Source: an optimization exercise on an open RTL-to-GDS flow (aim: small area, a short achievable clock period and few clock cycles per item). Production flows keep margins and buffers that such runs may drop. Function was checked by simulation only, so behaviour that the tests miss may differ from the original.

==> wip/juniper: inputs <==
Design func, start of the top module:
module func(
	input clk_i,
	input rst_i,
	input start_i,
	input [7:0] a_i,
	input [7:0] b_i,
	input change_mode,
	output [1:0] busy_o,
	output [15:0] y_o
);
==> module func, before the edit <==
module func(
	input clk_i,
	input rst_i,
	input start_i,
	input [7:0] a_i,
	input [7:0] b_i,
	input change_mode,
	output [1:0] busy_o,
	output [15:0] y_o
);
  reg [7:0] a;
  reg [3:0] root;
  reg busy;
  reg mode;
  reg cleared;
  reg [23:0] row1;
  reg [16:0] row2;
  reg row_c;
  wire next_c;
  wire [19:0] hi_sum = {row1[23:5], 1'b1} + {1'b0, 1'b0, row2[16], row2[15], row2[14], row2[13], row2[12], row2[11], row2[10], row2[9], row2[8], row2[7], row2[6], row2[5], row2[4], row2[3], row2[2], row2[1], row2[0], row_c};
  wire [3:0] result_sqrt;
  wire [23:0] next1;
  wire [16:0] next2;
  wire [23:0] part_result;
  wire accept = start_i & ~busy;
  sqrt sqrt1(.x_i(b_i), .y_o(result_sqrt));
  cube cube1(.x_bi(a), .s_i(root), .r1_o(next1), .r2_o(next2), .cin_o(next_c));
  assign part_result = cleared ? 24'd0 : {hi_sum[19:1], row1[4:0]};
  assign busy_o = {1'b0, busy};
  assign y_o[7:0] = mode ? part_result[23:16] : part_result[7:0];
  assign y_o[15:8] = mode ? 8'h00 : part_result[15:8];
  always @(posedge clk_i) begin
    row1 <= next1;
    row2 <= next2;
    row_c <= next_c;
    if (accept) begin
      a <= a_i;
      root <= result_sqrt;
    end
    if (rst_i) begin
      mode <= 1'b0;
      busy <= 1'b0;
      cleared <= 1'b1;
    end else begin
      if (change_mode) mode <= ~mode;
      busy <= accept;
      if (accept) cleared <= 1'b0;
    end
  end
endmodule
==> flow/config.mk <==
export PLATFORM = sky130hd
export DESIGN_NAME = func
export DESIGN_NICKNAME = func
export VERILOG_FILES = /design/flow/design.v
export SDC_FILE = /design/flow/constraint.sdc
export NUM_CORES = 4
export LEC_CHECK = 0
export CAP_MARGIN = 20
export CORE_MARGIN = 2
export CORE_UTILIZATION = 65
export PLACE_DENSITY = 0.75
export SETUP_SLACK_MARGIN = 1.9
export SLEW_MARGIN = 20
==> flow/constraint.sdc <==
create_clock -name core_clock -period 5.0 [get_ports {clk_i}]
set_input_delay 1.0000 -clock core_clock [delete_from_list [all_inputs] [get_ports {clk_i}]]
set_output_delay 1.0000 -clock core_clock [all_outputs]
set_load 0.01 [all_outputs]
run.sh (not shown) runs the stock make flow with config.mk's settings and CLKGATE_MAP_FILE= SYNTH_SCRIPT=/design/flow/synth_recipe.tcl, a recipe that flattens the netlist after the stock synthesis.
==> inputs of wip/pepper, as changes to wip/juniper <==
--- a/flow/design.v
+++ b/flow/design.v
@@ -251,5 +251,7 @@
   reg busy;
   reg mode;
-  reg cleared;
+  reg show_hi, show_lo;
+  wire cleared = ~(show_hi | show_lo);
+  wire next_mode = mode ^ change_mode;
   reg [23:0] row1;
   reg [16:0] row2;
@@ -264,8 +266,8 @@
   sqrt sqrt1(.x_i(b_i), .y_o(result_sqrt));
   cube cube1(.x_bi(a), .s_i(root), .r1_o(next1), .r2_o(next2), .cin_o(next_c));
-  assign part_result = cleared ? 24'd0 : {hi_sum[19:1], row1[4:0]};
+  assign part_result = {hi_sum[19:1], row1[4:0]};
   assign busy_o = {1'b0, busy};
-  assign y_o[7:0] = mode ? part_result[23:16] : part_result[7:0];
-  assign y_o[15:8] = mode ? 8'h00 : part_result[15:8];
+  assign y_o[7:0] = ({8{show_hi}} & part_result[23:16]) | ({8{show_lo}} & part_result[7:0]);
+  assign y_o[15:8] = {8{show_lo}} & part_result[15:8];
   always @(posedge clk_i) begin
     row1 <= next1;
@@ -279,9 +281,11 @@
       mode <= 1'b0;
       busy <= 1'b0;
-      cleared <= 1'b1;
+      show_hi <= 1'b0;
+      show_lo <= 1'b0;
     end else begin
-      if (change_mode) mode <= ~mode;
+      mode <= next_mode;
       busy <= accept;
-      if (accept) cleared <= 1'b0;
+      show_hi <= next_mode & (accept | ~cleared);
+      show_lo <= ~next_mode & (accept | ~cleared);
     end
   end
Settings changed: SETUP_SLACK_MARGIN 1.9 to 1.65, SYNTH_HIERARCHICAL set to 1, SYNTH_MINIMUM_KEEP_SIZE set to 0.
==> results.json <==
{
  "run_status": "finished clean",
  "synth_mux_area_share_pct": 1.24,
  "holdCritStartpoint": "root[0]",
  "pwr.group.combinational_mw": 1.89,
  "num_vias": 5396,
  "crit_path_top_delay_cell": "sky130_fd_sc_hd__or3b_4",
  "grt_start_max_net_pins": 16,
  "post-route-worst-setup-slack_ps": 1240,
  "nonClockBufferCount": 121,
  "netSwitchingPower_mw": 1.32,
  "regToRegSetupSlack_ps": 1390
}
-- figures above: wip/juniper

==> results.json <==
{
  "grt_start_max_net_pins": 19,
  "netSwitchingPower_mw": 1.07,
  "synth_sequential_area_ratio_pct": 24.1,
  "num_vias": 3903,
  "synth_mux_area_share_pct": 1.13,
  "crit_path_top_delay_cell": "sky130_fd_sc_hd__dfxtp_2",
  "post-route-worst-setup-slack_ps": 1590,
  "pwr.group.combinational_mw": 1.51,
  "holdCritStartpoint": "root[0]",
  "run_status": "finished clean",
  "regToRegSetupSlack_ps": 1710
}
-- figures above: wip/pepper

Testbench counts of wip/juniper, summed over its fixed seeds: cycles 3,200, items 1,600.
Testbench counts of wip/pepper, summed over its fixed seeds: cycles 3,200, items 1,600.


==> 09-03 <==
func, a different RTL version from the one above (not shown whole).
clock: 5.0 ns
lec_check: 0
cap_margin: 20
core_margin: 2
core_utilization: 55
place_density: 0.7
setup_slack_margin: 1.4
slew_margin: 20
synth_hierarchical: 1
synth_minimum_keep_size: 0
standard.sh (not shown) runs the stock make flow with config.mk's settings and CLKGATE_MAP_FILE= SYNTH_SCRIPT=/design/flow/synth_recipe.tcl, a recipe that flattens the netlist after the stock synthesis.
==> flow/flow/run.sh <==
#!/bin/bash
# The standard layout (standard.sh), with plain buffers on the ports in
# place of ORFS's delay cells: buf_2 on the outputs (global placement's own
# buffer_ports step), buf_1 on the inputs (added by flow/inbuf.tcl at the start
# of the resize step, after global placement has removed synthesis buffers).
set -euo pipefail
here=$(pwd)
bash standard.sh \
  "BUFFER_PORTS_ARGS=-outputs -buffer_cell sky130_fd_sc_hd__buf_2" \
  "PRE_RESIZE_TCL=$here/flow/inbuf.tcl" \
  finish > "$here/standard_flow.log" 2>&1
==> flow/flow/inbuf.tcl <==
# a buffer on every input port but the clock, as ORFS's buffer_ports does
buffer_ports -inputs -buffer_cell sky130_fd_sc_hd__buf_1
==> 02-16: changes against 09-03 <==
--- a/flow/design.v
+++ b/flow/design.v
@@ -13,17 +13,17 @@
   assign s = a ^ b;
   assign co = a & b;
 endmodule
 `timescale 1ns / 1ps
 module cube (
   input [7:0] x_bi,
   input [3:0] s_i,
   output [23:0] r1_o,
-  output [13:0] r2_o,
+  output [16:0] r2_o,
   output cin_o
 );
   wire [3:0] h = x_bi[7:4];
   wire [3:0] l = x_bi[3:0];
   wire [11:0] h3, l3;
   wire [9:0] h2x3, l2x3;
   assign h3[0] = h[0];
   assign h3[1] = (h[1] & h[0]);
@@ -204,20 +204,29 @@
   wire fs58, fc58;
   csa_fa fa58 (.a(fc30), .b(fc43), .c(fs44), .s(fs58), .co(fc58));
   wire fs59, fc59;
   csa_fa fa59 (.a(fc32), .b(fs45), .c(fc44), .s(fs59), .co(fc59));
   wire fs60, fc60;
   csa_fa fa60 (.a(fc33), .b(fs46), .c(fc45), .s(fs60), .co(fc60));
   wire fs61, fc61;
   csa_fa fa61 (.a(h3[8]), .b(h2x3[9] & l[3]), .c(fc46), .s(fs61), .co(fc61));
-  wire [8:0] lo_sum = {1'b0, fc47, hc7, hs7, l3[4], s_i[3], s_i[2], s_i[1], l3[0]} + {1'b0, fs48, fs47, l2x3[1] & h[0], l2x3[0] & h[0], l3[3], l3[2], l3[1], s_i[0]};
-  assign r1_o = {h3[11], h3[10], h3[9], fs61, fs60, fc58, fc57, fc56, fc55, fc54, fc53, fc52, fc51, fc50, fc49, fc48, lo_sum[7], lo_sum[6], lo_sum[5], lo_sum[4], lo_sum[3], lo_sum[2], lo_sum[1], lo_sum[0]};
-  assign r2_o = {fc61, fc60, fc59, fs59, fs58, fs57, fs56, fs55, fs54, fs53, fs52, fs51, fs50, fs49};
-  assign cin_o = lo_sum[8];
+  wire hs8, hc8;
+  csa_ha ha8 (.a(l3[0]), .b(s_i[0]), .s(hs8), .co(hc8));
+  wire fs62, fc62;
+  csa_fa fa62 (.a(s_i[1]), .b(hc8), .c(l3[1]), .s(fs62), .co(fc62));
+  wire fs63, fc63;
+  csa_fa fa63 (.a(s_i[2]), .b(l3[2]), .c(fc62), .s(fs63), .co(fc63));
+  wire fs64, fc64;
+  csa_fa fa64 (.a(s_i[3]), .b(l3[3]), .c(fc63), .s(fs64), .co(fc64));
+  wire fs65, fc65;
+  csa_fa fa65 (.a(l3[4]), .b(l2x3[0] & h[0]), .c(fc64), .s(fs65), .co(fc65));
+  assign r1_o = {h3[11], h3[10], h3[9], fs61, fs60, fc58, fc57, fc56, fc55, fc54, fc53, fc52, fc51, fc50, fc49, fc48, fc47, hc7, l2x3[1] & h[0], fs65, fs64, fs63, fs62, hs8};
+  assign r2_o = {fc61, fc60, fc59, fs59, fs58, fs57, fs56, fs55, fs54, fs53, fs52, fs51, fs50, fs49, fs48, fs47, hs7};
+  assign cin_o = fc65;
 endmodule
 `timescale 1ns / 1ps
 module sqrt(
   input [7:0] x_i,
   output reg [3:0] y_o
 );
   integer k;
   always @(*) begin
@@ -240,28 +249,28 @@
   reg [7:0] a;
   reg [3:0] root;
   reg busy;
   reg mode;
   reg show_hi, show_lo;
   wire cleared = ~(show_hi | show_lo);
   wire next_mode = mode ^ change_mode;
   reg [23:0] row1;
-  reg [13:0] row2;
+  reg [16:0] row2;
   reg row_c;
   wire next_c;
-  wire [16:0] hi_sum = {row1[23:8], 1'b1} + {1'b0, 1'b0, row2[13], row2[12], row2[11], row2[10], row2[9], row2[8], row2[7], row2[6], row2[5], row2[4], row2[3], row2[2], row2[1], row2[0], row_c};
+  wire [19:0] hi_sum = {row1[23:5], 1'b1} + {1'b0, 1'b0, row2[16], row2[15], row2[14], row2[13], row2[12], row2[11], row2[10], row2[9], row2[8], row2[7], row2[6], row2[5], row2[4], row2[3], row2[2], row2[1], row2[0], row_c};
   wire [3:0] result_sqrt;
   wire [23:0] next1;
-  wire [13:0] next2;
+  wire [16:0] next2;
   wire [23:0] part_result;
   wire accept = start_i & ~busy;
   sqrt sqrt1(.x_i(b_i), .y_o(result_sqrt));
   cube cube1(.x_bi(a), .s_i(root), .r1_o(next1), .r2_o(next2), .cin_o(next_c));
-  assign part_result = {hi_sum[16:1], row1[7:0]};
+  assign part_result = {hi_sum[19:1], row1[4:0]};
   assign busy_o = {1'b0, busy};
   assign y_o[7:0] = ({8{show_hi}} & part_result[23:16]) | ({8{show_lo}} & part_result[7:0]);
   assign y_o[15:8] = {8{show_lo}} & part_result[15:8];
   always @(posedge clk_i) begin
     row1 <= next1;
     row2 <= next2;
     row_c <= next_c;
     if (accept) begin
==> flow/run.sh (new file) <==
#!/bin/bash
# synth_recipe.tcl (not shown) runs the flow's synth.tcl, then flattens the netlist and writes it again
# the make line also repeats each setting of config.mk as NAME=value (left out here)
make -C /OpenROAD-flow-scripts/flow DESIGN_CONFIG=/design/flow/config.mk WORK_HOME=/design/flow/orfs CLKGATE_MAP_FILE= SYNTH_SCRIPT=/design/flow/synth_recipe.tcl finish
CORE_UTILIZATION = 65   (was 55)
PLACE_DENSITY = 0.75   (was 0.7)
SETUP_SLACK_MARGIN = 1.5   (was 1.4)
removed: flow/flow/run.sh
removed: flow/flow/inbuf.tcl
removed: flow/standard.sh
==> 12-19: changes against 09-03 <==
--- a/flow/design.v
+++ b/flow/design.v
@@ -13,17 +13,17 @@
   assign s = a ^ b;
   assign co = a & b;
 endmodule
 `timescale 1ns / 1ps
 module cube (
   input [7:0] x_bi,
   input [3:0] s_i,
   output [23:0] r1_o,
-  output [13:0] r2_o,
+  output [16:0] r2_o,
   output cin_o
 );
   wire [3:0] h = x_bi[7:4];
   wire [3:0] l = x_bi[3:0];
   wire [11:0] h3, l3;
   wire [9:0] h2x3, l2x3;
   assign h3[0] = h[0];
   assign h3[1] = (h[1] & h[0]);
@@ -204,20 +204,29 @@
   wire fs58, fc58;
   csa_fa fa58 (.a(fc30), .b(fc43), .c(fs44), .s(fs58), .co(fc58));
   wire fs59, fc59;
   csa_fa fa59 (.a(fc32), .b(fs45), .c(fc44), .s(fs59), .co(fc59));
   wire fs60, fc60;
   csa_fa fa60 (.a(fc33), .b(fs46), .c(fc45), .s(fs60), .co(fc60));
   wire fs61, fc61;
   csa_fa fa61 (.a(h3[8]), .b(h2x3[9] & l[3]), .c(fc46), .s(fs61), .co(fc61));
-  wire [8:0] lo_sum = {1'b0, fc47, hc7, hs7, l3[4], s_i[3], s_i[2], s_i[1], l3[0]} + {1'b0, fs48, fs47, l2x3[1] & h[0], l2x3[0] & h[0], l3[3], l3[2], l3[1], s_i[0]};
-  assign r1_o = {h3[11], h3[10], h3[9], fs61, fs60, fc58, fc57, fc56, fc55, fc54, fc53, fc52, fc51, fc50, fc49, fc48, lo_sum[7], lo_sum[6], lo_sum[5], lo_sum[4], lo_sum[3], lo_sum[2], lo_sum[1], lo_sum[0]};
-  assign r2_o = {fc61, fc60, fc59, fs59, fs58, fs57, fs56, fs55, fs54, fs53, fs52, fs51, fs50, fs49};
-  assign cin_o = lo_sum[8];
+  wire hs8, hc8;
+  csa_ha ha8 (.a(l3[0]), .b(s_i[0]), .s(hs8), .co(hc8));
+  wire fs62, fc62;
+  csa_fa fa62 (.a(s_i[1]), .b(hc8), .c(l3[1]), .s(fs62), .co(fc62));
+  wire fs63, fc63;
+  csa_fa fa63 (.a(s_i[2]), .b(l3[2]), .c(fc62), .s(fs63), .co(fc63));
+  wire fs64, fc64;
+  csa_fa fa64 (.a(s_i[3]), .b(l3[3]), .c(fc63), .s(fs64), .co(fc64));
+  wire fs65, fc65;
+  csa_fa fa65 (.a(l3[4]), .b(l2x3[0] & h[0]), .c(fc64), .s(fs65), .co(fc65));
+  assign r1_o = {h3[11], h3[10], h3[9], fs61, fs60, fc58, fc57, fc56, fc55, fc54, fc53, fc52, fc51, fc50, fc49, fc48, fc47, hc7, l2x3[1] & h[0], fs65, fs64, fs63, fs62, hs8};
+  assign r2_o = {fc61, fc60, fc59, fs59, fs58, fs57, fs56, fs55, fs54, fs53, fs52, fs51, fs50, fs49, fs48, fs47, hs7};
+  assign cin_o = fc65;
 endmodule
 `timescale 1ns / 1ps
 module sqrt(
   input [7:0] x_i,
   output reg [3:0] y_o
 );
   integer k;
   always @(*) begin
@@ -236,48 +245,44 @@
 	input change_mode,
 	output [1:0] busy_o,
 	output [15:0] y_o
 );
   reg [7:0] a;
   reg [3:0] root;
   reg busy;
   reg mode;
-  reg show_hi, show_lo;
-  wire cleared = ~(show_hi | show_lo);
-  wire next_mode = mode ^ change_mode;
+  reg cleared;
   reg [23:0] row1;
-  reg [13:0] row2;
+  reg [16:0] row2;
   reg row_c;
   wire next_c;
-  wire [16:0] hi_sum = {row1[23:8], 1'b1} + {1'b0, 1'b0, row2[13], row2[12], row2[11], row2[10], row2[9], row2[8], row2[7], row2[6], row2[5], row2[4], row2[3], row2[2], row2[1], row2[0], row_c};
+  wire [19:0] hi_sum = {row1[23:5], 1'b1} + {1'b0, 1'b0, row2[16], row2[15], row2[14], row2[13], row2[12], row2[11], row2[10], row2[9], row2[8], row2[7], row2[6], row2[5], row2[4], row2[3], row2[2], row2[1], row2[0], row_c};
   wire [3:0] result_sqrt;
   wire [23:0] next1;
-  wire [13:0] next2;
+  wire [16:0] next2;
   wire [23:0] part_result;
   wire accept = start_i & ~busy;
   sqrt sqrt1(.x_i(b_i), .y_o(result_sqrt));
   cube cube1(.x_bi(a), .s_i(root), .r1_o(next1), .r2_o(next2), .cin_o(next_c));
-  assign part_result = {hi_sum[16:1], row1[7:0]};
+  assign part_result = cleared ? 24'd0 : {hi_sum[19:1], row1[4:0]};
   assign busy_o = {1'b0, busy};
-  assign y_o[7:0] = ({8{show_hi}} & part_result[23:16]) | ({8{show_lo}} & part_result[7:0]);
-  assign y_o[15:8] = {8{show_lo}} & part_result[15:8];
+  assign y_o[7:0] = mode ? part_result[23:16] : part_result[7:0];
+  assign y_o[15:8] = mode ? 8'h00 : part_result[15:8];
   always @(posedge clk_i) begin
     row1 <= next1;
     row2 <= next2;
     row_c <= next_c;
     if (accept) begin
       a <= a_i;
       root <= result_sqrt;
     end
     if (rst_i) begin
       mode <= 1'b0;
       busy <= 1'b0;
-      show_hi <= 1'b0;
-      show_lo <= 1'b0;
+      cleared <= 1'b1;
     end else begin
-      mode <= next_mode;
+      if (change_mode) mode <= ~mode;
       busy <= accept;
-      show_hi <= next_mode & (accept | ~cleared);
-      show_lo <= ~next_mode & (accept | ~cleared);
+      if (accept) cleared <= 1'b0;
     end
   end
 endmodule
==> flow/run.sh (new file) <==
#!/bin/bash
# synth_recipe.tcl (not shown) runs the flow's synth.tcl, then flattens the netlist and writes it again
# the make line also repeats each setting of config.mk as NAME=value (left out here)
make -C /OpenROAD-flow-scripts/flow DESIGN_CONFIG=/design/flow/config.mk WORK_HOME=/design/flow/orfs CLKGATE_MAP_FILE= SYNTH_SCRIPT=/design/flow/synth_recipe.tcl finish
CORE_UTILIZATION = 65   (was 55)
PLACE_DENSITY = 0.75   (was 0.7)
SETUP_SLACK_MARGIN = 1.5   (was 1.4)
SYNTH_HIERARCHICAL = unset   (was 1)
SYNTH_MINIMUM_KEEP_SIZE = unset   (was 0)
removed: flow/flow/run.sh
removed: flow/flow/inbuf.tcl
removed: flow/standard.sh
==> flow_summary.ini <==
[status]
status = timing/DRC/antenna clean

[route]
drtPass1Iterations = 4

[cells_and_area]
nFlopsAndLatches = 58
clockNetworkAreaShare_pct = 3.220
final_common_cell = fa_1

[power_and_ir_drop]
p_sw_share_pct = 41.13
clockPowerShare_pct = 16.2
total_switching_power_uw = 1046

[worst_setup_path]
cp-end-kind = output pin
cp.arrival_ns = 2.55

[cts]
cts_resized = 52

[synth]
synth-seq-cells = 58

[placement]
gp_congestion = 0.9463

[floorplan]
taps = 102

[sta]
whs_ns = 0.4809
tightest_slew_ns = 0.5963
[end of results for 02-16]
==> flow_summary.ini <==
[status]
status = timing/DRC/antenna clean

[power_and_ir_drop]
total_switching_power_uw = 1031
p_sw_share_pct = 41.18

[sta]
final.setup.tns_ns = 0
tightest_slew_ns = 0.6824
whs_ns = 0.5448

[floorplan]
taps = 102
start_util_pct = 66.81

[cts]
cts_resized = 77

[cells_and_area]
clockNetworkAreaShare_pct = 2.901
buf_share_pct = 9.710

[global_routing]
grtUsageMet3_pct = 5.696
grt_pass1_wl_mm = 20.38

[worst_setup_path]
cp.arrival_ns = 2.51
worst-r2r-setup-slack_ns = 1.57

[synth]
synth-seq-cells = 57

[route]
drtPass1Iterations = 5

[placement]
gp_congestion = 0.9131
[end of results for 12-19]
==> flow_summary.ini <==
[placement]
gp_congestion = 0.9003

[route]
drtPass1Iterations = 5

[power_and_ir_drop]
total_switching_power_uw = 893.0
clockPowerShare_pct = 12.7

[worst_setup_path]
cp.arrival_ns = 3.59
cp-end-kind = register

[cells_and_area]
final_common_cell = fa_1

[status]
status = timing/DRC/antenna clean

[sta]
whs_ns = 0.5354
[end of results for 09-03]
Testbench counts of 09-03, summed over its fixed seeds: cycles 3,200, items 1,600.
Testbench counts of 02-16, summed over its fixed seeds: cycles 3,200, items 1,600.
Testbench counts of 12-19, summed over its fixed seeds: cycles 3,200, items 1,600.

-- separate check: timing with driven ports --
Ports are ideal in the flow. The routed layouts listed here were re-timed in OpenROAD. Step 1 sets driving cells, clkbuf_16 on the clock port and buf_2 on the other inputs (assumed; they add their load-dependent delay and slew). Step 2 adds t to the input delays and takes it off the output delays; t is the mean of the earliest and latest rising clock arrival at the registers after step 1. Input paths then give back, and output paths get back, about the clock's delay inside the block. Three values: ideal ports, drivers, drivers and shift; two values: the first two.
run | t (ns) | setup slack, ns | latest minus earliest clock arrival (ns) | worst register clock-pin slew, ns | worst data-port slew with drivers (ns)
wip/juniper | 0.384 | 1.240 / 1.207 / 1.394 | 0.011 / 0.011 | 0.07 / 0.07 | 0.04
wip/pepper | 0.375 | 1.586 / 1.551 / 1.708 | 0.011 / 0.012 | 0.08 / 0.08 | 0.03
09-03 | 0.341 | 1.602 / 1.581 / 1.602 | 0.013 / 0.013 | 0.11 / 0.11 | 0.03
02-16 | 0.367 | 1.446 / 1.413 / 1.602 | 0.016 / 0.016 | 0.08 / 0.08 | 0.03
12-19 | 0.364 | 1.488 / 1.454 / 1.567 | 0.009 / 0.009 | 0.07 / 0.07 | 0.04
After both steps setup and hold are still met in every run listed.
